This is an optimization exercise on Yosys and OpenROAD, whose aim is small area and a short achievable clock period, not a production implementation.
Only simulation tests tie the RTL to the original design; equivalence was not proved.

## flow/design.v (module list and top-level ports; edited modules follow where they fit)
// module mu_square: 315 lines
// module add_sk: 46 lines
// module add_c3: 18 lines
// module interp_core: 399 lines
// module interp_btree: 273 lines
// module interp_chan: 58 lines
// module QPSK_Symbol_Timing_Sync_Top: 127 lines
module QPSK_Symbol_Timing_Sync_Top #(
    parameter DATA_WIDTH   = 16,
    parameter MU_WIDTH     = 10,
    parameter MU_FRAC      = 9,
    parameter COEFF_WIDTH  = 16,
    parameter ACC_WIDTH    = 32
)(
    input  wire                         clk,
    input  wire                         rst,
    input  wire signed [DATA_WIDTH-1:0] I_in,
    input  wire signed [DATA_WIDTH-1:0] Q_in,
    output wire signed [DATA_WIDTH-1:0] I_out,
    output wire signed [DATA_WIDTH-1:0] Q_out,
    output reg                          valid_out
);
  // ...
==> flow/flow/run.sh <==
#!/bin/bash
# Standard synthesis; then full-adder polarities chosen so that fewer
# inverters sit between full adders (flow/polar.py, registers untouched);
# then the standard layout with plain buffers on the ports and timing repair
# aimed at a shorter period than the clock (the constraints themselves are
# unchanged).
set -euo pipefail
bash standard.sh synth > synth.log 2>&1
R=orfs/results/${FLOW_PLATFORM:-sky130hd}/QPSK_Symbol_Timing_Sync_Top/base
cp "$R/1_2_yosys.v" "$R/1_2_yosys.std.v"
python3 flow/polar.py "$R/1_2_yosys.std.v" "$R/1_2_yosys.v" > polar.log 2>&1
export BUFFER_PORTS_ARGS="-buffer_cell sky130_fd_sc_hd__buf_2"
bash standard.sh SETUP_SLACK_MARGIN=9.5 finish > layout.log 2>&1
==> flow/flow/polar.py <==
#!/usr/bin/env python3
"""Remove inverters between full adders by choosing each full adder's
polarity: a full adder is self-dual, FA(~a, ~b, ~c) = (~sum, ~carry), so a
full adder may take its three inputs inverted and hand on inverted outputs.
Reads a flat gate-level netlist of sky130_fd_sc_hd cells (as Yosys writes
it), picks polarities greedily so that fewer signals need an inverter,
rewires every input pin to the source signal or to one shared inverter of
it, and writes the netlist back.  Registers and all other cells keep their
names and types.

usage: polar.py NETLIST_IN NETLIST_OUT
"""
import re
import sys
import collections

CELL_RE = re.compile(r'^(\s*)(sky130_fd_sc_hd__\w+)\s+(\S+)\s*\((.*?)\);\s*$', re.S | re.M)
PIN_RE = re.compile(r'\.(\w+)\(([^()]*)\)')
OUT_PINS = {'X', 'Y', 'SUM', 'COUT', 'Q', 'Q_N', 'HI', 'LO'}


def is_inv(t):
    return re.match(r'sky130_fd_sc_hd__(inv|clkinv)_\d+$', t) is not None


def is_fa(t):
    return re.match(r'sky130_fd_sc_hd__fa_\d+$', t) is not None


def main():
    src, dst = sys.argv[1], sys.argv[2]
    txt = open(src).read()
    mod_start = txt.index('module ')
    mod_end = txt.index('endmodule', mod_start)
    header_end = txt.index(';', mod_start) + 1
    ports = set()
    for m in re.finditer(r'^\s*(input|output|inout)\s+(\[[^\]]*\]\s*)?(\w+)\s*;', txt[mod_start:mod_end], re.M):
        ports.add(m.group(3))

    cells = []
    for m in CELL_RE.finditer(txt, mod_start, mod_end):
        typ, name, conns = m.group(2), m.group(3), m.group(4)
        pins = [(p, n.strip()) for p, n in PIN_RE.findall(conns)]
        cells.append({'type': typ, 'name': name, 'pins': pins, 'span': m.span(), 'indent': m.group(1)})

    def base(net):
        return re.sub(r'\[\d+\]$', '', net).lstrip('\\').strip()

    drv = {}
    for i, c in enumerate(cells):
        for p, n in c['pins']:
            if p in OUT_PINS:
                assert n not in drv, n
                drv[n] = i
    # an inverter that drives a port must stay as it is
    for i, c in enumerate(cells):
        if is_inv(c['type']):
            y = dict(c['pins'])['Y']
            if base(y) in ports:
                sys.stderr.write(f"inverter {c['name']} drives port net {y}: leaving netlist unchanged\n")
                open(dst, 'w').write(txt)
                return

    def resolve(net):
        par = 0
        while net in drv and is_inv(cells[drv[net]]['type']):
            net = dict(cells[drv[net]]['pins'])['A']
            par ^= 1
        return net, par

    sinks = []          # (cell, pin index, source net, parity)
    for i, c in enumerate(cells):
        if is_inv(c['type']):
            continue
        for k, (p, n) in enumerate(c['pins']):
            if p in OUT_PINS or n == '':
                continue
            s, par = resolve(n)
            sinks.append((i, k, s, par))

    fas = [i for i, c in enumerate(cells) if is_fa(c['type'])]
    flip = [0] * len(cells)
    fa_src = {}
    for s in set(x[2] for x in sinks):
        d = drv.get(s)
        fa_src[s] = d if d is not None and is_fa(cells[d]['type']) else None

    # sinks grouped by source, and the sources each full adder touches
    by_src = collections.defaultdict(list)
    for x in sinks:
        by_src[x[2]].append(x)
    touch = collections.defaultdict(set)
    for x in sinks:
        if is_fa(cells[x[0]]['type']):
            touch[x[0]].add(x[2])
    for s, d in fa_src.items():
        if d is not None:
            touch[d].add(s)

    def needs(s):
        d = fa_src[s]
        sf = flip[d] if d is not None else 0
        for (i, k, _, par) in by_src[s]:
            if par ^ sf ^ (flip[i] if is_fa(cells[i]['type']) else 0):
                return True
        return False

    for _ in range(20):
        changed = False
        for f in fas:
            before = sum(needs(s) for s in touch[f])
            flip[f] ^= 1
            after = sum(needs(s) for s in touch[f])
            if after < before:
                changed = True
            else:
                flip[f] ^= 1
        if not changed:
            break

    n_old = sum(1 for c in cells if is_inv(c['type']))
    # rewire
    inv_of = {}
    new_cells = []
    new_wires = []
    for (i, k, s, par) in sinks:
        d = fa_src[s]
        q = par ^ (flip[d] if d is not None else 0) ^ (flip[i] if is_fa(cells[i]['type']) else 0)
        if q:
            if s not in inv_of:
                w = f"polnet_{len(inv_of)}"
                inv_of[s] = w
                new_wires.append(w)
                sa = s + (' ' if s.startswith(chr(92)) else '')
                new_cells.append(f"  sky130_fd_sc_hd__inv_1 polinv_{len(inv_of) - 1} (\n    .A({sa}),\n    .Y({w})\n  );\n")
            net = inv_of[s]
        else:
            net = s
        p, _ = cells[i]['pins'][k]
        cells[i]['pins'][k] = (p, net)

    out = []
    pos = 0
    for c in cells:
        a, b = c['span']
        out.append(txt[pos:a])
        if not is_inv(c['type']):
            body = ",\n".join(f"    .{p}({n}{' ' if n.startswith(chr(92)) else ''})" for p, n in c['pins'])
            out.append(f"{c['indent']}{c['type']} {c['name']} (\n{body}\n  );")
        pos = b
    out.append(txt[pos:mod_end])
    out.append("".join(new_cells))
    out.append(txt[mod_end:])
    res = "".join(out)
    # declare the new nets after the port list
    decl = "".join(f"  wire {w};\n" for w in new_wires)
    res = res[:header_end] + "\n" + decl + res[header_end:]
    open(dst, 'w').write(res)
    sys.stderr.write(f"polar: {len(fas)} full adders, {sum(flip[f] for f in fas)} flipped; "
                     f"inverters {n_old} -> {len(inv_of)}\n")


if __name__ == "__main__":
    main()
==> flow/standard.sh <==
#!/bin/bash
# synth_recipe.tcl (not shown) runs the flow's synth.tcl, then flattens the netlist and writes it again
# the make line also repeats each setting of config.mk as NAME=value (left out here)
make -C /OpenROAD-flow-scripts/flow DESIGN_CONFIG=/design/flow/config.mk WORK_HOME=/design/flow/orfs CLKGATE_MAP_FILE= SYNTH_SCRIPT=/design/flow/synth_recipe.tcl "${@:-finish}"
==> flow/config.mk <==
export PLATFORM = sky130hd
export DESIGN_NAME = QPSK_Symbol_Timing_Sync_Top
export DESIGN_NICKNAME = QPSK_Symbol_Timing_Sync_Top
export VERILOG_FILES = /design/flow/design.v
export SDC_FILE = /design/flow/constraint.sdc
export NUM_CORES = 4
export LEC_CHECK = 0
export ABC_AREA = 1
export CAP_MARGIN = 0
export CORE_MARGIN = 2
export CORE_UTILIZATION = 40
export SLEW_MARGIN = 0
==> flow/constraint.sdc <==
create_clock -name core_clock -period 14.0 [get_ports {clk}]
set_input_delay 2.8000 -clock core_clock [delete_from_list [all_inputs] [get_ports {clk}]]
set_output_delay 2.8000 -clock core_clock [all_outputs]
set_load 0.01 [all_outputs]
==> flow_metrics.env, run 1 <==
export IMPL_status="finished clean"
export IMPL_cts_buffers=47
export IMPL_setup_tns_ns=0
export IMPL_grt_max_degree=58
export IMPL_period_share_pct=30.9
export IMPL_nets=4391
export IMPL_dp_slack_ns=9.03
export IMPL_fin_area_sq_um=36000
export IMPL_post_cts_buffers=0
export IMPL_via_count=25000
export IMPL_endpoint="u_chi.c[1]"
export IMPL_drive_above_1_share_pct=7.05
export IMPL_n_fill_cell=7965
export IMPL_grt_pass1_wl_microns=132000
export IMPL_setup_viol=0
export IMPL_highest_layer="met4"
export IMPL_die_h_microns=290
export IMPL_cp_num_buf_inv=3
export IMPL_synth_area_sq_um=32700
export IMPL_grt_overflow_total=0
export IMPL_dpl_cell_area_sq_um=34100
export IMPL_worst_setup_path_type="reg2reg"
export IMPL_largest_register_ffs=29
export IMPL_routed_wl_microns=80200
export IMPL_n_tap_cell=1060
export IMPL_grt_util_met2_pct=30.6
export IMPL_nNonClkInverters=577
export IMPL_cts_root_buffer="clkbuf_16"
==> inputs of run 2 (changes only) <==
--- a/flow/flow/run.sh
+++ b/flow/flow/run.sh
@@ -12,2 +12,2 @@
 export BUFFER_PORTS_ARGS="-buffer_cell sky130_fd_sc_hd__buf_2"
-bash standard.sh SETUP_SLACK_MARGIN=9.5 finish > layout.log 2>&1
+bash standard.sh SETUP_SLACK_MARGIN=9.6 finish > layout.log 2>&1
==> run 2 against run 1 <==
Compared with the run above:
- sequential cell count is the same
- first-iteration DRC count grew 2.2%
- still clean on timing, DRC and antenna
- clock skew grew 0.0086 ns
==> flow_metrics.env, run 2 <==
export IMPL_cp_arrival_ns=4.68
export IMPL_start_util_pct=40.5
export IMPL_hold_class="reg2reg"
export IMPL_num_rows=104
export IMPL_crit_top_cell="nand2_1"
export IMPL_place_congestion=0.855
export IMPL_final_common_cell="inv_1"
export IMPL_dp_slack_ns=9.21
export IMPL_reg2reg_depth=20
export IMPL_drive_above_1_share_pct=7.66
export IMPL_fin_ws_ns=9.81
export IMPL_setup_viol=0
export IMPL_clock_latency_ns=0.60
export IMPL_regMostFlops="integ"
export IMPL_largest_register_ffs=29
export IMPL_period_share_pct=30.0
export IMPL_grt_max_degree=52
export IMPL_grt_pass1_wl_microns=135000
export IMPL_worst_setup_path_type="reg2reg"
export IMPL_first_iter_violations=1639
export IMPL_firstDrtPassIters=5
export IMPL_layout_common_cells="567 x inv_1, 551 x nand2_1, 415 x xor2_1, 322 x o22ai_1, 299 x fa_1"
export IMPL_nets=4401
export IMPL_period_needed_ns=4.19
export IMPL_setup_tns_ns=0
export IMPL_maxCapViolCount=0
export IMPL_skew_ns=0.0461
export IMPL_crit_chain="buf_6, clkinvlp_4, buf_4, xor2_1, fa_1, inv_1, fa_1, fa_1, fa_1, o21a_1, nand2_1, nand2_1, nand2_1, nand2_1, nand2_1, nand2_1, nand2_2, nand2_1, nand2_1, nand2_1"
export IMPL_critPathSlowestCell="fa_1"
export IMPL_relSlewSlack_pct=17.4
export IMPL_n_fill_cell=7896
export IMPL_status="finished clean"
export IMPL_hold_violations=0
export IMPL_clock_path_buffers=3
export IMPL_cts_hold_buffers=0
export IMPL_cts_sink_count=398
export IMPL_grt_overflow_total=0
export IMPL_synth_area_sq_um=32700
export IMPL_ant_nets=0
export IMPL_cts_buffers=46
export IMPL_slowest_delay_ns=0.55
export IMPL_grt_usage_pct=19.5
export IMPL_drv_slew=0
export IMPL_area_growth_pct=10.6
export IMPL_max_slew_worst_pin_slew_ns=1.24
export IMPL_rsz0062_at_grt="no"
export IMPL_fmax_mhz=238
export IMPL_die_area_sq_um=84000
export IMPL_cts_root_buffer="clkbuf_16"
export IMPL_min_path_cells=0
export IMPL_die_x_microns=290
export IMPL_r2r_start="u_chq.aneg[0]"
export IMPL_drc=0
export IMPL_die_h_microns=290
export IMPL_rrSetupSlack_ns=9.81
export IMPL_seq_area_sq_um=8490
export IMPL_worstPathMaxFanout=27
export IMPL_antenna_found_initial=1
export IMPL_wire_per_inst_microns=16.6
export IMPL_grt_pass1_vias=25200
export IMPL_dp_hpwl_microns=60400
export IMPL_io_pins=67
export IMPL_synth_avg_cell_area_sq_um=8.74
export IMPL_vias_per_cell=5.11
export IMPL_synth_warnings=2
export IMPL_io_buffers=66
export IMPL_synthCells=3740
export IMPL_clk_pin_slew_worst_paths_ns=0.07
export IMPL_via_count=25000
export IMPL_rr_endpoint="u_chi.c[1]"
export IMPL_crit_required_ns=14.49
export IMPL_min_from="u_chq.x2[4]"
export IMPL_end_kind="register"
export IMPL_htreeDepth=2
export IMPL_core_sq_um=80700
export IMPL_crit_path_start_kind="register"
export IMPL_routed_wl_microns=80900
export IMPL_min_to="u_chq.x1[4]"
export IMPL_synth_nets=4353
export IMPL_cp_num_buf_inv=4
export IMPL_crit_family="adder cells"
export IMPL_cts_tree="yes"
export IMPL_multiInputGateArea_sq_um=21600
run 2: worst register-to-register path, delay by kind of cell (launching register included):
| kind | cells | cell delay [ns] |
|---|---|---|
| buffers and inverters | 4 | 0.81 |
| AO/OA/AOI/OAI | 1 | 0.20 |
| AND/OR/NAND/NOR | 10 | 0.71 |
| adder cells (fa/ha/maj) | 4 | 1.90 |
| flip-flops | 1 | 0.34 |
| XOR/XNOR | 1 | 0.18 |
run 2: cell type report:
class / instances / area share [%]
inverters: 576 / 6.07
diodes: 1 / 0.00692
repair inverters: 1 / 0.0208
clock inverters: 29 / 1.21
clock buffers: 57 / 3.58
repair buffers: 121 / 2.17
flip-flops and latches: 398 / 23.5
multi-input cells: 2644 / 59.8
well taps: 1060 / 3.67
run 2: routing by layer:
| layer | vias up | track usage (%) | share of wire [%] |
|---|---|---|---|
| met5 | - | 0 | 0 |
| met4 | 0 | 5.30 | 2.0 |
| met3 | 111 | 3.04 | 5.6 |
| met2 | 627 | 31.2 | 45 |
| met1 | 11900 | 27.5 | 47 |
| li1 | 12300 | - | - |
run 2: worst max path at each step:
stage                       start             to  slack (ns)  cells after the start
floorplan                 Q_in[1]   u_chq.Dn[15]        9.60                     11
global placement          I_in[1]   u_chi.Dn[14]        9.22                     12
detailed placement        Q_in[1]   u_chq.Dn[14]        9.21                     12
finish              u_chq.aneg[0]     u_chi.c[1]        9.81                     20
global route            mu_sum[1]  u_chq.atwo[3]        9.58                     16
CTS                 u_chq.aneg[0]     u_chi.c[1]        9.61                     19
run 2: per-stage QoR:
step	instance area [sq um]	hold slack [ns]	std cells	util [%]
after floorplan	32700	0.331	3740	-
after global placement	34100	0.334	4778	42.3
after detailed placement	34100	0.336	4778	42.3
after CTS	36000	0.346	4876	44.6
after global routing	36100	0.351	4886	44.8
final	36200	0.346	4887	44.8
run 2: timing repair:
action / 4_1_cts / 5_1_grt
setup buffers: 11 / 10
resized for setup: 10 / 32
cloned: 1 / 0
setup endpoints to repair: 9 / 17
pin swaps: 0 / 1
endpoints found under the hold margin: 0 / 0
==> inputs of run 3 (changes only) <==
--- a/flow/flow/run.sh
+++ b/flow/flow/run.sh
@@ -12,2 +12,2 @@
 export BUFFER_PORTS_ARGS="-buffer_cell sky130_fd_sc_hd__buf_2"
-bash standard.sh SETUP_SLACK_MARGIN=9.6 finish > layout.log 2>&1
+bash standard.sh SETUP_SLACK_MARGIN=9.8 finish > layout.log 2>&1
==> run 3 against run 2 <==
Compared with the run above:
- non-clock buffer count rose by 44
- utilization rose by 1.1 points
- synthesized cell count did not move
- global-route usage barely moved
==> flow_metrics.env, run 3 <==
export IMPL_status="finished clean"
export IMPL_vias_per_cell=5.13
export IMPL_routed_wl_microns=83000
export IMPL_synth_nets=4353
export IMPL_fin_ws_ns=9.90
export IMPL_synth_warnings=2
export IMPL_clk_pin_slew_worst_paths_ns=0.06
export IMPL_grt_max_degree=68
export IMPL_slowest_delay_ns=0.57
export IMPL_use_met1_pct=27.0
export IMPL_via_count=25300
export IMPL_period_needed_ns=4.10
export IMPL_n_fill_cell=7778
export IMPL_crit_family="adder cells"
export IMPL_cp_num_buf_inv=3
export IMPL_rr_endpoint="u_chq.c[1]"
export IMPL_largest_register_ffs=29
export IMPL_io_pins=67
export IMPL_relSlewSlack_pct=25.1
export IMPL_period_share_pct=29.3
export IMPL_hold_violations=0
export IMPL_r2r_start="u_chq.aneg[0]"
export IMPL_fmax_mhz=244
export IMPL_grt_busiest_layer="met2"
export IMPL_whs_ns=0.345
export IMPL_layout_common_cells="562 x inv_1, 536 x nand2_1, 409 x xor2_1, 308 x o22ai_1, 293 x fa_1"
export IMPL_drc=0
export IMPL_cts_hold_buffers=0
export IMPL_crit_required_ns=14.45
export IMPL_synth_avg_cell_area_sq_um=8.74
export IMPL_wire_per_inst_microns=16.8
export IMPL_die_h_microns=290
export IMPL_final_common_cell="inv_1"
export IMPL_dp_slack_ns=9.33
export IMPL_reg2reg_depth=18
export IMPL_instances_no_fill=4937
export IMPL_io_buffers=66
export IMPL_crit_path_start_kind="register"
export IMPL_htreeDepth=2
export IMPL_max_slew_worst_pin_slew_ns=1.12
export IMPL_min_path_cells=0
export IMPL_drv_slew=0
export IMPL_synth_area_sq_um=32700
export IMPL_critPathSlowestCell="fa_1"
export IMPL_first_iter_violations=1720
export IMPL_die_area_sq_um=84000
export IMPL_cts_buffers=48
export IMPL_end_kind="register"
export IMPL_antenna_found_initial=1
export IMPL_dp_cells=4775
export IMPL_nets=4450
export IMPL_maxCapViolCount=0
export IMPL_cp_arrival_ns=4.54
export IMPL_start_util_pct=40.5
export IMPL_rsz0062_at_grt="yes"
export IMPL_min_to="u_chq.x1[4]"
export IMPL_drive_above_1_share_pct=11.0
export IMPL_hold_class="reg2reg"
export IMPL_dp_hpwl_microns=60600
export IMPL_synthCells=3740
export IMPL_cts_tree="yes"
export IMPL_min_from="u_chq.x2[4]"
export IMPL_regMostFlops="integ"
export IMPL_antennaDiodeCount=0
export IMPL_worst_setup_path_type="reg2reg"
export IMPL_worstPathMaxFanout=27
export IMPL_grt_usage_pct=19.6
export IMPL_clock_latency_ns=0.61
export IMPL_die_x_microns=290
export IMPL_setup_viol=0
export IMPL_rrSetupSlack_ns=9.90
export IMPL_clock_path_buffers=3
export IMPL_grt_pass1_vias=25100
export IMPL_num_rows=104
export IMPL_firstDrtPassIters=6
export IMPL_use_met3_pct=3.49
export IMPL_area_growth_pct=13.4
export IMPL_crit_top_cell="nand2_2"
export IMPL_grt_overflow_total=0
export IMPL_cts_root_buffer="clkbuf_16"
export IMPL_place_congestion=0.882
export IMPL_grt_pass1_wl_microns=134000
export IMPL_skew_ns=0.0614
export IMPL_cts_sink_count=398
export IMPL_setup_tns_ns=0
export IMPL_core_sq_um=80700
export IMPL_grt_util_met2_pct=31.1
export IMPL_ant_nets=0
export IMPL_crit_chain="buf_12, clkinvlp_4, xor2_1, fa_1, inv_1, fa_1, fa_1, fa_1, nand2_1, o21ai_0, o21ai_1, nand2_2, nand2_2, nand2_2, nand2_4, nand2_2, nand2_2, nand2_1"
-- run 3: layout make-up --
type | instances | area (sq um) | share of cell area [%]
Clock buffer | 66 | 1380 | 3.73
Clock inverter | 24 | 275 | 0.743
Inverter | 576 | 2200 | 5.95
Multi-Input combinational cell | 2644 | 22100 | 59.6
Sequential cell | 398 | 8510 | 23.0
Tap cell | 1060 | 1330 | 3.58
Timing Repair Buffer | 165 | 1240 | 3.35
Timing Repair inverter | 4 | 30.0 | 0.0811
-- run 3: how the worst max path moves through the flow --
stage	cells after the start	to	slack [ns]	start
floorplan	11	u_chq.Dn[15]	9.73	Q_in[1]
global placement	17	u_chi.c[1]	9.40	u_chq.aone[1]
detailed placement	17	u_chi.c[0]	9.33	u_chq.aone[1]
CTS	20	u_chq.c[1]	9.79	u_chq.aone[3]
global route	18	u_chq.c[1]	9.71	u_chq.aone[1]
finish	18	u_chq.c[1]	9.90	u_chq.aneg[0]
-- run 3: metrics by stage --
stage	cell area (sq um)	utilization [%]
4_1_cts	36200	44.9
2_1_floorplan	32900	-
3_3_place_gp	34300	42.5
6_report	37000	45.9
5_1_grt	37000	45.9
3_5_place_dp	34300	42.5
-- run 3: routing by layer --
metal	share of wire, %	vias up
li1	-	12400
met1	46	12100
met2	45	702
met3	6.3	133
met4	2.6	0
met5	0	-
-- run 3: timing repair --
item | 4_1_cts | 5_1_grt
setup buffers | 15 | 51
pin swaps | 0 | 39
setup endpoints to repair | 12 | 23
resized for setup | 33 | 107
cloned | 4 | 2
-- run 3: worst register-to-register path, cell delays in order, from the launching register on --
cell and delay (ns):
dfxtp_1 0.36, buf_12 0.23, clkinvlp_4 0.28, xor2_1 0.24, fa_1 0.47, inv_1 0.11, fa_1 0.42, fa_1 0.57
fa_1 0.46, nand2_1 0.08, o21ai_0 0.07, o21ai_1 0.10, nand2_2 0.10, nand2_2 0.07, nand2_2 0.07, nand2_4 0.10
nand2_2 0.08, nand2_2 0.09, nand2_1 0.05
==> inputs of run 4 (changes only) <==
--- a/flow/flow/run.sh
+++ b/flow/flow/run.sh
@@ -12,2 +12,2 @@
 export BUFFER_PORTS_ARGS="-buffer_cell sky130_fd_sc_hd__buf_2"
-bash standard.sh SETUP_SLACK_MARGIN=9.8 finish > layout.log 2>&1
+bash standard.sh SETUP_SLACK_MARGIN=9.7 finish > layout.log 2>&1
==> run 4 against run 3 <==
Compared with the run above:
- still clean on timing, DRC and antenna
- register-to-register slack lost 0.05 ns
- cell count shrank 0.97%
- worst hold slack lost 0.0066 ns
- largest cell class unchanged
==> flow_metrics.env, run 4 <==
export IMPL_antennaDiodeCount=0
export IMPL_grt_usage_pct=19.6
export IMPL_place_congestion=0.860
export IMPL_crit_family="adder cells"
export IMPL_setup_tns_ns=0
export IMPL_cts_root_buffer="clkbuf_16"
export IMPL_synth_nets=4353
export IMPL_htreeDepth=2
export IMPL_max_slew_worst_pin_slew_ns=1.12
export IMPL_largest_register_ffs=29
export IMPL_area_growth_pct=10.9
export IMPL_cts_sink_count=398
export IMPL_synthCells=3740
export IMPL_min_path_cells=0
export IMPL_die_h_microns=290
export IMPL_critPathSlowestCell="fa_1"
export IMPL_grt_overflow_total=0
export IMPL_num_rows=104
export IMPL_synth_warnings=2
export IMPL_rrSetupSlack_ns=9.85
export IMPL_crit_top_cell="nand2_1"
export IMPL_rsz0062_at_grt="yes"
export IMPL_r2r_start="u_chq.aone[2]"
export IMPL_reg2reg_depth=18
export IMPL_layout_common_cells="568 x inv_1, 550 x nand2_1, 413 x xor2_1, 319 x o22ai_1, 298 x fa_1"
export IMPL_routed_wl_microns=81600
export IMPL_slowest_delay_ns=0.51
export IMPL_vias_per_cell=5.12
export IMPL_firstDrtPassIters=7
export IMPL_cts_tree="yes"
export IMPL_ant_nets=0
export IMPL_nets=4404
export IMPL_min_from="u_chi.x2[14]"
export IMPL_start_util_pct=40.5
export IMPL_clk_pin_slew_worst_paths_ns=0.06
export IMPL_grt_max_degree=55
export IMPL_regMostFlops="integ"
export IMPL_die_area_sq_um=84000
export IMPL_fmax_mhz=241
export IMPL_cp_arrival_ns=4.63
export IMPL_crit_chain="inv_1, buf_8, o22ai_1, xor2_1, fa_1, fa_1, fa_1, fa_1, nor2_1, a21oi_1, inv_1, nor2_1, a221oi_2, nand2_1, nand2_1, nand2_1, nand2_1, nand2_1"
export IMPL_cts_buffers=46
export IMPL_worstPathMaxFanout=32
export IMPL_worst_setup_path_type="reg2reg"
export IMPL_core_sq_um=80700
export IMPL_n_fill_cell=7900
export IMPL_cp_num_buf_inv=3
export IMPL_crit_required_ns=14.49
export IMPL_first_iter_violations=1574
export IMPL_status="finished clean"
export IMPL_synth_avg_cell_area_sq_um=8.74
export IMPL_end_kind="register"
export IMPL_final_common_cell="inv_1"
export IMPL_wire_per_inst_microns=16.7
export IMPL_clock_latency_ns=0.62
export IMPL_cts_hold_buffers=0
export IMPL_crit_path_start_kind="register"
export IMPL_rr_endpoint="u_chi.c[2]"
export IMPL_period_share_pct=29.6
export IMPL_skew_ns=0.0662
export IMPL_drc=0
export IMPL_io_buffers=66
export IMPL_die_x_microns=290
export IMPL_relSlewSlack_pct=25.4
export IMPL_antenna_found_initial=1
export IMPL_grt_pass1_vias=25200
export IMPL_hold_violations=0
export IMPL_drv_slew=0
export IMPL_io_pins=67
export IMPL_fin_util_pct=44.9
export IMPL_hold_class="reg2reg"
export IMPL_maxCapViolCount=0
export IMPL_setup_viol=0
export IMPL_via_count=25000
export IMPL_dp_hpwl_microns=60800
export IMPL_clock_path_buffers=3
export IMPL_min_to="u_chi.x1[14]"
export IMPL_period_needed_ns=4.15
export IMPL_synth_area_sq_um=32700
export IMPL_drive_above_1_share_pct=8.17
export IMPL_grt_pass1_wl_microns=135000
==> run 4: timing repair <==
action                     in CTS  in global routing
cloned                          2                  0
setup endpoints to repair      11                 20
buffers inserted                8                 17
pin swaps                       0                  1
gates resized for setup        16                 57
==> run 4: how the worst max path moves through the flow <==
| stage | start | to | slack (ns) | cells after the start |
|---|---|---|---|---|
| 6_report | u_chq.aone[2] | u_chi.c[2] | 9.85 | 18 |
| 5_1_grt | u_chq.aone[2] | u_chi.c[0] | 9.68 | 18 |
| 4_1_cts | u_chq.aneg[3] | u_chq.c[2] | 9.70 | 20 |
| 3_5_place_dp | I_in[2] | u_chi.S[15] | 9.36 | 13 |
| 3_3_place_gp | I_in[2] | u_chi.S[15] | 9.40 | 13 |
| 2_1_floorplan | I_in[2] | u_chi.S[15] | 9.72 | 12 |
==> run 4: through the flow <==
step,cells,setup slack [ns],hold WS [ns],cell area [sq um]
after floorplan,3740,9.72,0.331,32800
after global placement,4776,9.40,0.335,34200
after detailed placement,4776,9.36,0.337,34200
after CTS,4872,9.70,0.343,35900
after global routing,4889,9.68,0.342,36200
final,4889,9.85,0.338,36200
==> run 4: worst register-to-register path, cell delays in order (launching register included) <==
cell      delay [ns]
dfxtp_4         0.39
inv_1           0.08
buf_8           0.18
o22ai_1         0.27
xor2_1          0.20
fa_1            0.47
fa_1            0.40
fa_1            0.51
fa_1            0.45
nor2_1          0.16
a21oi_1         0.06
inv_1           0.05
nor2_1          0.05
a221oi_2        0.29
nand2_1         0.15
nand2_1         0.16
nand2_1         0.11
nand2_1         0.07
nand2_1         0.05
==> run 4: area by class of cell <==
class	instances	area, sq um	share of cell area [%]
clock buffer	66	1360	3.75
multi-input combinational	2644	21700	60.0
inverter	576	2190	6.05
timing repair buffer	123	848	2.34
tap	1060	1330	3.66
sequential	398	8500	23.5
timing repair inverter	2	15.0	0.0414
clock inverter	20	248	0.684
==> run 4: routing by layer <==
layer	GRT usage, %	part of all wire, %	vias up
met5	0	0	-
li1	-	-	12300
met4	5.65	2.5	0
met2	31.7	46	669
met3	3.74	6.6	127
met1	26.6	45	11900
==> inputs of run 5 (changes only) <==
--- a/flow/flow/polar.py
+++ b/flow/flow/polar.py
@@ -27,2 +27,6 @@
     return re.match(r'sky130_fd_sc_hd__fa_\d+$', t) is not None
+
+
+def is_xor(t):
+    return re.match(r'sky130_fd_sc_hd__x(n?)or2_\d+$', t) is not None
 
@@ -103,2 +107,4 @@
         for (i, k, _, par) in by_src[s]:
+            if is_xor(cells[i]['type']):
+                continue        # an xor2 / xnor2 takes either polarity
             if par ^ sf ^ (flip[i] if is_fa(cells[i]['type']) else 0):
@@ -121,2 +127,37 @@
     n_old = sum(1 for c in cells if is_inv(c['type']))
+    # polarity each sink pin needs of its source signal
+    qs = []
+    for (i, k, s, par) in sinks:
+        d = fa_src[s]
+        q = par ^ (flip[d] if d is not None else 0) ^ (flip[i] if is_fa(cells[i]['type']) else 0)
+        qs.append(q)
+    # a half adder whose two inputs are both inverted becomes xor2 + nor2
+    # (sum = a ^ b, carry = ~a & ~b) on the plain inputs
+    ha_pins = collections.defaultdict(list)
+    for j, (i, k, s, par) in enumerate(sinks):
+        if re.match(r'sky130_fd_sc_hd__ha_1$', cells[i]['type']):
+            ha_pins[i].append(j)
+    split_ha = set()
+    for i, js in ha_pins.items():
+        if len(js) == 2 and all(qs[j] for j in js):
+            split_ha.add(i)
+            for j in js:
+                qs[j] = 0
+    # an xor2 / xnor2 input takes either polarity: swap xor2 and xnor2
+    xpar = collections.defaultdict(int)
+    for j, (i, k, s, par) in enumerate(sinks):
+        if qs[j] and is_xor(cells[i]['type']):
+            xpar[i] ^= 1
+            qs[j] = 0
+    # a signal driven by an xor2 / xnor2 and wanted only inverted: swap
+    # its driver instead of adding an inverter
+    want = collections.defaultdict(set)
+    for j, (i, k, s, par) in enumerate(sinks):
+        want[s].add(qs[j])
+    for src, w in want.items():
+        d = drv.get(src)
+        if w == {1} and d is not None and is_xor(cells[d]['type']):
+            xpar[d] ^= 1
+            for j in [j for j, x in enumerate(sinks) if x[2] == src]:
+                qs[j] = 0
     # rewire
@@ -125,6 +166,4 @@
     new_wires = []
-    for (i, k, s, par) in sinks:
-        d = fa_src[s]
-        q = par ^ (flip[d] if d is not None else 0) ^ (flip[i] if is_fa(cells[i]['type']) else 0)
-        if q:
+    for j, (i, k, s, par) in enumerate(sinks):
+        if qs[j]:
             if s not in inv_of:
@@ -141,2 +180,29 @@
 
+    for i, t in xpar.items():
+        if not t:
+            continue
+        c = cells[i]
+        m = re.match(r'sky130_fd_sc_hd__(x(n?)or2)_(\d+)$', c['type'])
+        if m.group(2):      # xnor2 (output Y) -> xor2 (output X)
+            c['type'] = f"sky130_fd_sc_hd__xor2_{m.group(3)}"
+            c['pins'] = [('X' if p == 'Y' else p, n) for p, n in c['pins']]
+        else:
+            c['type'] = f"sky130_fd_sc_hd__xnor2_{m.group(3)}"
+            c['pins'] = [('Y' if p == 'X' else p, n) for p, n in c['pins']]
+
+    def esc(n):
+        return n + (' ' if n.startswith(chr(92)) else '')
+
+    for i in split_ha:
+        c = cells[i]
+        pins = dict(c['pins'])
+        a, b = esc(pins['A']), esc(pins['B'])
+        body = []
+        if pins.get('SUM'):
+            body.append(f"  sky130_fd_sc_hd__xor2_1 polhx_{len(new_cells)} (\n    .A({a}),\n    .B({b}),\n    .X({esc(pins['SUM'])})\n  );\n")
+        if pins.get('COUT'):
+            body.append(f"  sky130_fd_sc_hd__nor2_1 polhn_{len(new_cells)} (\n    .A({a}),\n    .B({b}),\n    .Y({esc(pins['COUT'])})\n  );\n")
+        new_cells.extend(body)
+        c['type'] = 'REMOVED'
+
     out = []
@@ -146,3 +212,3 @@
         out.append(txt[pos:a])
-        if not is_inv(c['type']):
+        if not is_inv(c['type']) and c['type'] != 'REMOVED':
             body = ",\n".join(f"    .{p}({n}{' ' if n.startswith(chr(92)) else ''})" for p, n in c['pins'])
@@ -159,3 +225,3 @@
     sys.stderr.write(f"polar: {len(fas)} full adders, {sum(flip[f] for f in fas)} flipped; "
-                     f"inverters {n_old} -> {len(inv_of)}\n")
+                     f"inverters {n_old} -> {len(inv_of)}; {len(split_ha)} half adders split\n")
 
==> run 5 against run 4 <==
Compared with the run above:
- still clean
- setup slack improved by 0.062 ns
- critical endpoint is now u_chi.Dn[15]
- largest cell class unchanged
- highest routed layer unchanged
==> flow_metrics.env, run 5 <==
export IMPL_cts_hold_buffers=0
export IMPL_worstPathMaxFanout=8
export IMPL_first_iter_violations=1524
export IMPL_period_share_pct=29.2
export IMPL_cts_buffers=49
export IMPL_synth_warnings=2
export IMPL_rsz0062_at_grt="yes"
export IMPL_die_h_microns=288
export IMPL_grt_pass1_vias=24800
export IMPL_vias_per_cell=5.15
export IMPL_clock_latency_ns=0.60
export IMPL_synth_avg_cell_area_sq_um=8.80
export IMPL_grt_usage_pct=19.4
export IMPL_status="finished clean"
export IMPL_core_sq_um=80300
export IMPL_hold_class="reg2reg"
export IMPL_maxCapViolCount=0
export IMPL_drv_slew=0
export IMPL_io_pins=67
export IMPL_place_congestion=0.885
export IMPL_grt_overflow_total=0
export IMPL_setup_tns_ns=0
export IMPL_largest_register_ffs=29
export IMPL_cp_arrival_ns=4.58
export IMPL_area_growth_pct=10.7
export IMPL_htreeDepth=2
export IMPL_setup_worst_path_start="I_in[0]"
export IMPL_clk_pin_slew_worst_paths_ns=0.06
export IMPL_grt_max_degree=58
export IMPL_n_fill_cell=7783
export IMPL_final_common_cell="nand2_1"
export IMPL_end_kind="register"
export IMPL_cts_tree="yes"
export IMPL_io_buffers=66
export IMPL_drc=0
export IMPL_fmax_mhz=245
export IMPL_clock_path_buffers=3
export IMPL_reg2reg_depth=21
export IMPL_cts_sink_count=398
export IMPL_period_needed_ns=4.08
export IMPL_dp_hpwl_microns=59800
export IMPL_via_count=24800
export IMPL_drive_above_1_share_pct=8.06
export IMPL_endpoint="u_chi.Dn[15]"
export IMPL_rr_endpoint="u_chq.c[1]"
export IMPL_routed_wl_microns=79800
export IMPL_multiInputGateArea_sq_um=21700
export IMPL_wire_per_inst_microns=16.6
export IMPL_skew_ns=0.0279
export IMPL_antenna_found_initial=3
export IMPL_worst_setup_path_type="in2reg"
export IMPL_nets=4309
export IMPL_rrSetupSlack_ns=9.92
export IMPL_hold_violations=0
export IMPL_synthCells=3677
export IMPL_cts_root_buffer="clkbuf_16"
export IMPL_firstDrtPassIters=5
export IMPL_relSlewSlack_pct=22.0
export IMPL_max_slew_worst_pin_slew_ns=1.17
export IMPL_crit_path_start_kind="input pin"
export IMPL_num_rows=104
export IMPL_r2r_start="u_chq.atwo[0]"
export IMPL_die_x_microns=288
export IMPL_regMostFlops="integ"
export IMPL_ant_nets=0
export IMPL_layout_common_cells="549 x nand2_1, 488 x inv_1, 374 x xor2_1, 320 x o22ai_1, 297 x fa_1"
export IMPL_synth_area_sq_um=32400
export IMPL_die_area_sq_um=83200
export IMPL_grt_pass1_wl_microns=130000
export IMPL_setup_viol=0
export IMPL_start_util_pct=40.3
export IMPL_seq_area_sq_um=8500
export IMPL_synth_nets=4269
export IMPL_crit_required_ns=14.50
-- run 5: critical path, stage by stage --
cell and delay, ns:
buf_2 0.11, inv_1 0.06, ha_1 0.29, nand2_1 0.06
nand2_1 0.09, nand3_1 0.07, and2_4 0.15, o21ai_2 0.18
a21oi_2 0.12, o21bai_4 0.28, nand3_1 0.11, nand2_1 0.10
xor2_1 0.16
-- run 5: area by class of cell --
class                      instances  area share [%]
inverter                         493            5.22
clock buffer                      64            3.72
timing repair buffer             111            2.00
clock inverter                    27           0.933
sequential                       398            23.7
multi-input combinational       2664            60.7
antenna                            2          0.0140
tap                             1060            3.70
-- run 5: worst min path at each step --
stage | from | to | cells past startpoint | slack, ns
floorplan | u_chi.x2[10] | u_chi.x1[10] | 0 | 0.33
global placement | u_chi.x2[1] | u_chi.x1[1] | 0 | 0.33
detailed placement | u_chi.x2[7] | u_chi.x1[7] | 0 | 0.34
CTS | u_chi.x2[7] | u_chi.x1[7] | 0 | 0.35
global route | u_chi.x2[8] | u_chi.x1[8] | 0 | 0.35
finish | u_chi.x2[7] | u_chi.x1[7] | 0 | 0.35
-- run 5: metal layers --
layer  share of wire, %  vias to the layer above  global-route usage [%]  wire length (microns)
met3                6.6                      141                    3.66                   5280
li1                   -                    12200                       -                      -
met5                  0                        -                       0                      0
met4                3.1                        0                    6.33                   2470
met2                 45                      669                    30.7                  35800
met1                 45                    11800                    26.8                  36300
-- run 5: timing repair --
action	CTS	global route
endpoints found under the setup margin	7	22
gates resized for setup	5	55
gates cloned	0	0
pin swaps	0	6
setup buffers	7	4
endpoints found under the hold margin	0	0
-- run 5: stage by stage --
step                hold slack, ns  cells  util (%)  worst slack, ns  instance area [sq um]
finish                       0.349   4819      44.6             9.92                  35800
global placement             0.334   4715      42.2             9.37                  33900
global route                 0.354   4818      44.6             9.67                  35800
floorplan                    0.331   3677         -             9.72                  32500
CTS                          0.348   4813      44.4             9.73                  35600
detailed placement           0.336   4715      42.2             9.36                  33900
==> inputs of run 6 (changes only) <==
--- a/flow/flow/run.sh
+++ b/flow/flow/run.sh
@@ -12,2 +12,2 @@
 export BUFFER_PORTS_ARGS="-buffer_cell sky130_fd_sc_hd__buf_2"
-bash standard.sh SETUP_SLACK_MARGIN=9.7 finish > layout.log 2>&1
+bash standard.sh SETUP_SLACK_MARGIN=9.8 finish > layout.log 2>&1
--- a/flow/flow/polar.py
+++ b/flow/flow/polar.py
@@ -7,4 +7,6 @@
 rewires every input pin to the source signal or to one shared inverter of
-it, and writes the netlist back.  Registers and all other cells keep their
-names and types.
+it, and writes the netlist back.  Where it saves an inverter, an xor2 and an
+xnor2 trade places (an inverted xor2 input or output), and a half adder
+whose inputs are both inverted becomes an xor2 and a nor2 on the plain
+inputs.  Registers and all other cells keep their names and types.
 
==> run 6 against run 5 <==
Compared with the run above:
- worst hold slack is essentially flat
- via count rose by 0.50%
- cell area up 1.2%
- cell count is 0.15% higher
==> flow_metrics.env, run 6 <==
export IMPL_place_congestion=0.868
export IMPL_rsz0062_at_grt="yes"
export IMPL_rrSetupSlack_ns=9.89
export IMPL_synth_warnings=2
export IMPL_cp_arrival_ns=4.58
export IMPL_antennaDiodeCount=0
export IMPL_final_common_cell="nand2_1"
export IMPL_setup_tns_ns=0
export IMPL_period_needed_ns=4.11
export IMPL_cts_buffers=47
export IMPL_max_slew_worst_pin_slew_ns=0.802
export IMPL_grt_overflow_total=0
export IMPL_synth_area_sq_um=32400
export IMPL_die_h_microns=288
export IMPL_nets=4319
export IMPL_synth_avg_cell_area_sq_um=8.80
export IMPL_wire_per_inst_microns=16.8
export IMPL_start_util_pct=40.3
export IMPL_layout_common_cells="542 x nand2_1, 484 x inv_1, 375 x xor2_1, 316 x o22ai_1, 293 x fa_1"
export IMPL_clk_pin_slew_worst_paths_ns=0.06
export IMPL_hold_violations=0
export IMPL_io_buffers=66
export IMPL_synthCells=3677
export IMPL_drc=0
export IMPL_io_pins=67
export IMPL_routed_wl_microns=80900
export IMPL_drive_above_1_share_pct=9.37
export IMPL_maxCapViolCount=0
export IMPL_status="finished clean"
export IMPL_end_kind="register"
export IMPL_cts_hold_buffers=0
export IMPL_crit_required_ns=14.47
export IMPL_via_count=24900
export IMPL_fin_util_pct=45.2
export IMPL_htreeDepth=2
export IMPL_synth_nets=4269
export IMPL_hold_class="reg2reg"
export IMPL_regMostFlops="integ"
export IMPL_drv_slew=0
export IMPL_worstPathMaxFanout=7
export IMPL_die_area_sq_um=83200
export IMPL_crit_path_start_kind="register"
export IMPL_relSlewSlack_pct=45.7
export IMPL_setup_viol=0
export IMPL_antenna_found_initial=1
export IMPL_grt_pass1_vias=24700
export IMPL_skew_ns=0.0405
export IMPL_cts_root_buffer="clkbuf_16"
export IMPL_vias_per_cell=5.17
export IMPL_clock_latency_ns=0.61
export IMPL_die_x_microns=288
export IMPL_cts_sink_count=398
export IMPL_n_fill_cell=7751
export IMPL_worst_setup_path_type="reg2reg"
export IMPL_firstDrtPassIters=5
export IMPL_first_iter_violations=1431
export IMPL_num_rows=104
export IMPL_core_sq_um=80300
export IMPL_ant_nets=0
export IMPL_fmax_mhz=243
export IMPL_grt_pass1_wl_microns=132000
export IMPL_cts_tree="yes"
export IMPL_largest_register_ffs=29
export IMPL_grt_max_degree=48
export IMPL_area_growth_pct=12.1
export IMPL_clock_path_buffers=3
export IMPL_dp_hpwl_microns=59900
export IMPL_period_share_pct=29.3
export IMPL_grt_usage_pct=19.7
[run 6: per-layer routing]
metal  track usage (%)  vias to the layer above  wire (microns)
met5                 0                        -               0
met4              4.60                        0            1610
met3              3.87                      119            5090
met2              31.6                      624           36800
met1              27.3                    12000           37400
li1                  -                    12200               -
[run 6: final timing paths]
check                               from      endpoint  cells after the start
min in group asynchronous            rst      integ[3]                      2
setup / recovery           u_chq.atwo[0]    u_chq.c[2]                     19
hold reg to reg             u_chq.x2[13]  u_chq.x1[13]                      0
hold / removal              u_chq.x2[13]  u_chq.x1[13]                      0
setup reg to reg           u_chq.atwo[0]    u_chq.c[2]                     19
max in group asynchronous            rst        mu_nx9                      4
[run 6: layout make-up]
type                            instances  area [sq um]  share of cell area, %
Tap cell                             1060          1330                   3.66
Timing Repair Buffer                  121           807                   2.23
Sequential cell                       398          8510                   23.5
Inverter                              493          1870                   5.17
Multi-Input combinational cell       2664         22000                   60.6
Clock buffer                           61          1330                   3.67
Timing Repair inverter                  2          15.0                 0.0414
Clock inverter                         27           439                   1.21
[run 6: critical path, cell delays in order, from the launching register on]
cell,delay [ns]
dfxtp_4,0.39
clkinvlp_4,0.22
buf_12,0.21
o22ai_4,0.11
xor2_1,0.21
fa_1,0.46
fa_1,0.50
fa_1,0.55
fa_1,0.44
o21a_1,0.18
nand2_1,0.05
nand2_1,0.05
nand2_1,0.07
nand2_2,0.08
nand2_2,0.08
nand2_2,0.07
nand2_2,0.12
nand2_2,0.07
nand2_1,0.07
nand2_1,0.05
[run 6: repair_timing]
item / 4_1_cts / 5_1_grt
pin swaps: 1 / 26
setup buffers: 10 / 12
cloned: 2 / 0
gates resized for setup: 24 / 66
endpoints found under the setup margin: 11 / 22
[run 6: through the flow]
step	area (sq um)	cells	hold WS (ns)	setup slack (ns)
finish	36300	4826	0.349	9.89
CTS	35900	4814	0.350	9.81
detailed placement	34000	4714	0.337	9.34
floorplan	32600	3677	0.331	9.72
global placement	34000	4714	0.337	9.36
global route	36300	4826	0.360	9.69
==> inputs of run 7 (changes only) <==
--- a/flow/flow/run.sh
+++ b/flow/flow/run.sh
@@ -12,2 +12,2 @@
 export BUFFER_PORTS_ARGS="-buffer_cell sky130_fd_sc_hd__buf_2"
-bash standard.sh SETUP_SLACK_MARGIN=9.8 finish > layout.log 2>&1
+bash standard.sh SETUP_SLACK_MARGIN=9.6 finish > layout.log 2>&1
==> run 7 against run 6 <==
Compared with the run above:
- sequential cell count unchanged
- clock skew rose by 0.037 ns
- critical path type is now in2reg
- worst hold slack got worse by 0.0098 ns
- clock-buffer cell count shrank 1
- die area is the same
- synthesized cell count unchanged
==> flow_metrics.env, run 7 <==
export IMPL_status="finished clean"
export IMPL_wire_per_inst_microns=16.6
export IMPL_grt_pass1_vias=24600
export IMPL_synth_nets=4269
export IMPL_final_common_cell="nand2_1"
export IMPL_area_growth_pct=10.3
export IMPL_drv_slew=0
export IMPL_hold_violations=0
export IMPL_synthCells=3677
export IMPL_start_util_pct=40.3
export IMPL_nets=4305
export IMPL_setup_tns_ns=0
export IMPL_fmax_mhz=237
export IMPL_dp_hpwl_microns=59700
export IMPL_end_kind="register"
export IMPL_cp_arrival_ns=4.68
export IMPL_routed_wl_microns=79700
export IMPL_die_h_microns=288
export IMPL_crit_required_ns=14.45
export IMPL_fin_ws_ns=9.77
export IMPL_cts_root_buffer="clkbuf_16"
export IMPL_grt_overflow_total=0
export IMPL_cts_buffers=47
export IMPL_worst_setup_path_type="in2reg"
export IMPL_setup_viol=0
export IMPL_max_slew_worst_pin_slew_ns=0.899
export IMPL_num_rows=104
export IMPL_maxCapViolCount=0
export IMPL_synth_area_sq_um=32400
export IMPL_dp_slack_ns=9.17
export IMPL_firstDrtPassIters=6
export IMPL_crit_path_start_kind="input pin"
export IMPL_clk_pin_slew_worst_paths_ns=0.06
export IMPL_fin_area_sq_um=35700
export IMPL_place_congestion=0.856
export IMPL_core_sq_um=80300
export IMPL_die_x_microns=288
export IMPL_regMostFlops="integ"
export IMPL_synth_avg_cell_area_sq_um=8.80
export IMPL_layout_common_cells="552 x nand2_1, 485 x inv_1, 376 x xor2_1, 322 x o22ai_1, 299 x fa_1"
export IMPL_grt_max_degree=59
export IMPL_via_count=24800
export IMPL_cts_hold_buffers=0
export IMPL_clock_latency_ns=0.63
export IMPL_first_iter_violations=1579
export IMPL_antenna_found_initial=0
export IMPL_cts_sink_count=398
export IMPL_instances_no_fill=4812
export IMPL_clock_path_buffers=3
export IMPL_io_buffers=66
export IMPL_rsz0062_at_grt="yes"
export IMPL_io_pins=67
export IMPL_grt_usage_pct=19.5
export IMPL_drive_above_1_share_pct=7.44
export IMPL_ant_nets=0
export IMPL_period_share_pct=30.2
export IMPL_drc=0
export IMPL_cts_tree="yes"
export IMPL_skew_ns=0.0779
export IMPL_antennaDiodeCount=0
export IMPL_die_area_sq_um=83200
export IMPL_dpl_cell_area_sq_um=33800
export IMPL_period_needed_ns=4.23
export IMPL_dp_cells=4714
export IMPL_hold_class="reg2reg"
export IMPL_largest_register_ffs=29
export IMPL_vias_per_cell=5.16
export IMPL_htreeDepth=2
export IMPL_relSlewSlack_pct=39.1
export IMPL_worstPathMaxFanout=5
export IMPL_fin_util_pct=44.5
export IMPL_grt_pass1_wl_microns=131000
export IMPL_synth_warnings=2
-- run 7: per-stage QoR --
step,hold WS (ns)
final,0.339
after detailed placement,0.337
after global routing,0.334
after CTS,0.328
after global placement,0.337
after floorplan,0.331
-- run 7: final cells by class --
class | count | area [sq um]
Timing Repair Buffer | 107 | 658
Clock inverter | 28 | 378
Timing Repair inverter | 2 | 15.0
Fill cell | 7743 | 44600
Sequential cell | 398 | 8490
Inverter | 493 | 1880
Multi-Input combinational cell | 2664 | 21600
Tap cell | 1060 | 1330
Clock buffer | 60 | 1350
-- run 7: layer usage --
metal  track usage (%)  share of wire, %  vias up
met3              3.01               6.2      128
met1              27.6                46    11900
met2              31.0                45      637
met5                 0                 0        -
li1                  -                 -    12200
met4              5.28               2.3        0
-- run 7: critical path, cell delays in order --
cell     delay (ns)
buf_2          0.13
ha_1           0.36
nand3_1        0.11
nand2_1        0.12
a31oi_2        0.12
o21ai_1        0.26
nand3_1        0.11
nand2_1        0.26
nand3_1        0.11
nand2_1        0.11
a21oi_1        0.08
xnor2_1        0.12
-- run 7: worst paths after layout --
kind	slack (ns)	cells past startpoint	to	from
min in group asynchronous	2.35	3	integ[24]	rst
hold / removal	0.34	0	u_chi.x1[5]	u_chi.x2[5]
max in group asynchronous	10.28	4	u_chq.x3[15]	rst
setup / recovery	9.77	12	u_chq.S[11]	Q_in[2]
hold reg to reg	0.34	0	u_chi.x1[5]	u_chi.x2[5]
setup reg to reg	9.80	20	u_chi.c[2]	u_chq.aneg[2]
-- run 7: repair_timing --
| item | in CTS | in global routing |
|---|---|---|
| resized for setup | 4 | 29 |
| endpoints found under the setup margin | 6 | 24 |
| gates cloned | 2 | 0 |
| buffers inserted | 2 | 6 |
==> inputs of run 8 (changes only) <==
--- a/flow/flow/run.sh
+++ b/flow/flow/run.sh
@@ -12,2 +12,2 @@
 export BUFFER_PORTS_ARGS="-buffer_cell sky130_fd_sc_hd__buf_2"
-bash standard.sh SETUP_SLACK_MARGIN=9.6 finish > layout.log 2>&1
+bash standard.sh SETUP_SLACK_MARGIN=9.7 finish > layout.log 2>&1
==> run 8 against run 7 <==
Compared with the run above:
- non-clock buffer count grew 4
- clock-buffer cell count grew 4
- synthesized cell count unchanged
- via count shrank 0.10%
- still clean
- sequential share of layout area about the same
- highest routed layer unchanged
- cell count is 0.15% higher
- clock skew down 0.050 ns
==> flow_metrics.env, run 8 <==
export IMPL_max_slew_worst_pin_slew_ns=1.17
export IMPL_htreeDepth=2
export IMPL_setup_viol=0
export IMPL_num_rows=104
export IMPL_synth_avg_cell_area_sq_um=8.80
export IMPL_fmax_mhz=245
export IMPL_maxCapViolCount=0
export IMPL_io_pins=67
export IMPL_reg2reg_depth=21
export IMPL_antenna_found_initial=3
export IMPL_ant_nets=0
export IMPL_worstPathMaxFanout=8
export IMPL_min_path_cells=0
export IMPL_die_x_microns=288
export IMPL_crit_path_start_kind="input pin"
export IMPL_grt_overflow_total=0
export IMPL_wire_per_inst_microns=16.6
export IMPL_clk_pin_slew_worst_paths_ns=0.06
export IMPL_synth_warnings=2
export IMPL_cts_hold_buffers=0
export IMPL_core_sq_um=80300
export IMPL_synth_area_sq_um=32400
export IMPL_cts_sink_count=398
export IMPL_rr_endpoint="u_chq.c[1]"
export IMPL_synthCells=3677
export IMPL_clock_latency_ns=0.60
export IMPL_n_fill_cell=7783
export IMPL_rrSetupSlack_ns=9.92
export IMPL_clock_path_buffers=3
export IMPL_period_needed_ns=4.08
export IMPL_cts_tree="yes"
export IMPL_synth_nets=4269
export IMPL_largest_register_ffs=29
export IMPL_vias_per_cell=5.15
export IMPL_cp_arrival_ns=4.58
export IMPL_setup_worst_path_start="I_in[0]"
export IMPL_r2r_start="u_chq.atwo[0]"
export IMPL_drive_above_1_share_pct=8.06
export IMPL_crit_required_ns=14.50
export IMPL_grt_pass1_vias=24800
export IMPL_endpoint="u_chi.Dn[15]"
export IMPL_io_buffers=66
export IMPL_drv_slew=0
export IMPL_skew_ns=0.0279
export IMPL_cts_root_buffer="clkbuf_16"
export IMPL_rsz0062_at_grt="yes"
export IMPL_die_area_sq_um=83200
export IMPL_grt_pass1_wl_microns=130000
export IMPL_die_h_microns=288
export IMPL_status="finished clean"
export IMPL_drc=0
export IMPL_layout_common_cells="549 x nand2_1, 488 x inv_1, 374 x xor2_1, 320 x o22ai_1, 297 x fa_1"
export IMPL_period_share_pct=29.2
export IMPL_place_congestion=0.885
export IMPL_final_common_cell="nand2_1"
export IMPL_routed_wl_microns=79800
export IMPL_first_iter_violations=1524
export IMPL_end_kind="register"
export IMPL_grt_usage_pct=19.4
export IMPL_hold_class="reg2reg"
export IMPL_area_growth_pct=10.7
export IMPL_cts_buffers=49
export IMPL_setup_tns_ns=0
export IMPL_firstDrtPassIters=5
export IMPL_start_util_pct=40.3
export IMPL_hold_violations=0
export IMPL_grt_max_degree=58
export IMPL_regMostFlops="integ"
export IMPL_nets=4309
export IMPL_relSlewSlack_pct=22.0
export IMPL_via_count=24800
export IMPL_worst_setup_path_type="in2reg"
export IMPL_dp_hpwl_microns=59800
-- run 8: cell count changes in the layout (fill, tap and decap cells not counted), sizes merged, moves of 2 or more --
cell / change
buf: +4
clkbuf: +4
clkinv: -4
clkinvlp: -3
diode: +2
inv: +3
-- run 8: cell type report --
type | instances | area, sq um | area share (%)
Inverter | 493 | 1870 | 5.22
Sequential cell | 398 | 8500 | 23.7
Clock inverter | 27 | 334 | 0.933
Clock buffer | 64 | 1330 | 3.72
Antenna cell | 2 | 5.00 | 0.0140
Timing Repair Buffer | 111 | 717 | 2.00
Multi-Input combinational cell | 2664 | 21700 | 60.7
Tap cell | 1060 | 1330 | 3.70
-- run 8: worst max-delay path, cell delays in order --
cell,delay [ns]
buf_2,0.11
inv_1,0.06
ha_1,0.29
nand2_1,0.06
nand2_1,0.09
nand3_1,0.07
and2_4,0.15
o21ai_2,0.18
a21oi_2,0.12
o21bai_4,0.28
nand3_1,0.11
nand2_1,0.10
xor2_1,0.16
-- run 8: what timing repair did --
item,CTS,global route
gates resized for setup,5,55
setup endpoints to repair,7,22
pin swaps,0,6
buffers inserted,7,4
-- run 8: how the worst min path moves through the flow --
stage,startpoint,end
2_1_floorplan,u_chi.x2[10],u_chi.x1[10]
3_3_place_gp,u_chi.x2[1],u_chi.x1[1]
3_5_place_dp,u_chi.x2[7],u_chi.x1[7]
4_1_cts,u_chi.x2[7],u_chi.x1[7]
5_1_grt,u_chi.x2[8],u_chi.x1[8]
6_report,u_chi.x2[7],u_chi.x1[7]
-- run 8: metal layers --
| metal | track usage [%] | vias to the layer above | wire (microns) | share of wire (%) |
|---|---|---|---|---|
| li1 | - | 12200 | - | - |
| met2 | 30.7 | 669 | 35800 | 45 |
| met5 | 0 | - | 0 | 0 |
| met3 | 3.66 | 141 | 5280 | 6.6 |
| met4 | 6.33 | 0 | 2470 | 3.1 |
| met1 | 26.8 | 11800 | 36300 | 45 |
-- run 8: through the flow --
stage / area (sq um) / std cells / util [%] / setup WS [ns] / hold WS, ns
floorplan: 32500 / 3677 / - / 9.72 / 0.331
global placement: 33900 / 4715 / 42.2 / 9.37 / 0.334
detailed placement: 33900 / 4715 / 42.2 / 9.36 / 0.336
CTS: 35600 / 4813 / 44.4 / 9.73 / 0.348
global route: 35800 / 4818 / 44.6 / 9.67 / 0.354
finish: 35800 / 4819 / 44.6 / 9.92 / 0.349
==> inputs of run 9 (changes only) <==
--- a/flow/config.mk
+++ b/flow/config.mk
@@ -10,3 +10,3 @@
 export CORE_MARGIN = 2
-export CORE_UTILIZATION = 40
+export CORE_UTILIZATION = 48
 export SLEW_MARGIN = 0
==> run 9 against run 8 <==
Compared with the run above:
- sequential share of layout area up 0.18 points
- area after synthesis unchanged
- sequential cell count unchanged
- wire length up 1.5%
- via count down 0.22%
- synthesized cell count unchanged
- worst hold slack worse by 0.010 ns
- clock skew up 0.0026 ns
- critical path type is now reg2reg
==> flow_metrics.env, run 9 <==
export IMPL_vias_per_cell=5.34
export IMPL_wire_per_inst_microns=17.5
export IMPL_synth_warnings=2
export IMPL_fmax_mhz=245
export IMPL_cts_root_buffer="clkbuf_16"
export IMPL_die_area_sq_um=69500
export IMPL_instances_no_fill=4633
export IMPL_clk_pin_slew_worst_paths_ns=0.06
export IMPL_regMostFlops="integ"
export IMPL_first_iter_violations=1794
export IMPL_layout_common_cells="550 x nand2_1, 486 x inv_1, 375 x xor2_1, 320 x o22ai_1, 298 x fa_1"
export IMPL_grt_overflow_total=0
export IMPL_period_needed_ns=4.09
export IMPL_dp_hpwl_microns=59700
export IMPL_cts_hold_buffers=0
export IMPL_setup_viol=0
export IMPL_place_congestion=0.873
export IMPL_final_common_cell="nand2_1"
export IMPL_cp_num_buf_inv=3
export IMPL_num_rows=95
export IMPL_relSlewSlack_pct=13.8
export IMPL_area_growth_pct=9.86
export IMPL_max_slew_worst_pin_slew_ns=1.29
export IMPL_largest_register_ffs=29
export IMPL_cp_arrival_ns=4.57
export IMPL_antennaDiodeCount=0
export IMPL_antenna_found_initial=0
export IMPL_grt_pass1_wl_microns=133000
export IMPL_core_sq_um=66900
export IMPL_htreeDepth=2
export IMPL_die_x_microns=264
export IMPL_crit_path_start_kind="register"
export IMPL_routed_wl_microns=81000
export IMPL_setup_tns_ns=0
export IMPL_grt_max_degree=55
export IMPL_firstDrtPassIters=5
export IMPL_io_pins=67
export IMPL_clock_latency_ns=0.60
export IMPL_slowest_delay_ns=0.51
export IMPL_critPathSlowestCell="fa_1"
export IMPL_cts_tree="yes"
export IMPL_dp_cells=4525
export IMPL_hold_violations=0
export IMPL_synth_area_sq_um=32400
export IMPL_drv_slew=0
export IMPL_ant_nets=0
export IMPL_crit_required_ns=14.49
export IMPL_synth_avg_cell_area_sq_um=8.80
export IMPL_start_util_pct=48.4
export IMPL_cts_buffers=47
export IMPL_nets=4315
export IMPL_hold_class="reg2reg"
export IMPL_grt_usage_pct=23.7
export IMPL_maxCapViolCount=0
export IMPL_io_buffers=66
export IMPL_synthCells=3677
export IMPL_worstPathMaxFanout=16
export IMPL_cts_sink_count=398
export IMPL_status="finished clean"
export IMPL_synth_nets=4269
export IMPL_period_share_pct=29.2
export IMPL_clock_path_buffers=3
export IMPL_crit_chain="clkinvlp_4, buf_4, o22ai_1, xor2_1, fa_1, fa_1, fa_1, fa_1, nor2_1, a21oi_1, inv_1, nor2_1, a221oi_2, nand2_1, nand2_2, nand2_1, nand2_1, nand2_1"
export IMPL_drc=0
export IMPL_skew_ns=0.0305
export IMPL_via_count=24800
export IMPL_grt_pass1_vias=24600
export IMPL_crit_family="adder cells"
export IMPL_rsz0062_at_grt="yes"
export IMPL_drive_above_1_share_pct=8.06
export IMPL_die_h_microns=264
export IMPL_end_kind="register"
export IMPL_worst_setup_path_type="reg2reg"
## run 9: worst reg2reg max path, delay by kind of cell (launching register included)
| family | cells | cell delay, ns |
|---|---|---|
| adders and majority gates | 4 | 1.82 |
| and+or+nand+nor | 7 | 0.70 |
| AOI/OAI and AO/OA | 3 | 0.50 |
| DFF | 1 | 0.38 |
| buffers and inverters | 3 | 0.38 |
| xor gates and xnor gates | 1 | 0.21 |
## run 9: final cells by class
class                   count  area (sq um)
inverters                 493          1880
repair inverters            2          15.0
fillers                  6234         31400
repair buffers            117           757
multi-input cells        2664         21700
clock inverters            24           294
clock buffers              62          1300
flip-flops and latches    398          8500
well taps                 873          1090
## run 9: path summary, 6_finish.rpt
check,startpoint,end,slack [ns],depth (start not counted)
worst max-delay path,u_chq.aone[1],u_chi.c[0],9.91,18
worst min-delay path,u_chi.x2[6],u_chi.x1[6],0.34,0
worst max register to register,u_chq.aone[1],u_chi.c[0],9.91,18
worst min register to register,u_chi.x2[6],u_chi.x1[6],0.34,0
max in group asynchronous,rst,mu_sum[1],10.26,4
min in group asynchronous,rst,u_chi.x3[1],2.48,3
## run 9: routing by layer
metal	vias to the layer above	track usage, %	share of wire, %
li1	12200	-	-
met1	11900	33.8	47
met2	599	36.2	44
met3	103	5.23	6.8
met4	0	6.61	2.3
met5	-	0	0
## run 9: per-stage QoR
step                      hold slack (ns)  cell area, sq um  util [%]  setup WS [ns]
after floorplan                     0.331             32500         -           9.72
after global placement              0.336             33600      50.2           9.41
after detailed placement            0.335             33600      50.2           9.38
after CTS                           0.340             35300      52.8           9.73
after global routing                0.342             35600      53.1           9.66
final                               0.338             35600      53.1           9.91
## run 9: what timing repair did
item,in CTS,in global routing
gates resized for setup,17,39
endpoints found under the setup margin,10,18
buffers inserted,10,10
pin swaps,0,3
gates cloned,2,0

[separate check: timing with driven ports]
How much do the figures lean on ideal ports? The routed layouts below were timed once more, with nothing changed but the port constraints. Step 1 (the two cells are an assumption about what drives the block):
set clk [get_ports {clk}]
set_driving_cell -lib_cell sky130_fd_sc_hd__clkbuf_16 $clk
set_driving_cell -lib_cell sky130_fd_sc_hd__buf_2 [delete_from_list [all_inputs] $clk]
Step 2 times the ports against the registers' clock, not the clock port: input delays grow and output delays shrink by t, the midpoint of the rising clock arrivals with the driver on. Three values: ideal ports, drivers, drivers and shift; two values: the first two.
run	t (ns)	setup slack, ns	hold WS [ns]	latest minus earliest clock arrival (ns)	worst data-port slew with drivers (ns)
run 1	0.653	9.677 / 9.677 / 9.073	0.343 / 0.343 / 0.343	0.038 / 0.039	0.07
run 2	0.645	9.806 / 9.806 / 9.189	0.346 / 0.346 / 0.346	0.047 / 0.047	0.06
run 3	0.644	9.903 / 9.903 / 9.369	0.345 / 0.345 / 0.345	0.068 / 0.068	0.07
run 4	0.645	9.855 / 9.855 / 9.360	0.338 / 0.338 / 0.338	0.074 / 0.074	0.05
run 5	0.651	9.916 / 9.907 / 9.256	0.349 / 0.349 / 0.349	0.028 / 0.027	0.07
run 6	0.645	9.892 / 9.892 / 9.295	0.349 / 0.349 / 0.349	0.041 / 0.041	0.05
run 7	0.657	9.772 / 9.795 / 9.158	0.339 / 0.339 / 0.339	0.078 / 0.078	0.05
run 8	0.651	9.916 / 9.907 / 9.256	0.349 / 0.349 / 0.349	0.028 / 0.027	0.07
run 9	0.647	9.915 / 9.915 / 9.341	0.338 / 0.338 / 0.338	0.032 / 0.032	0.05
After both steps setup and hold are still met in every run listed.
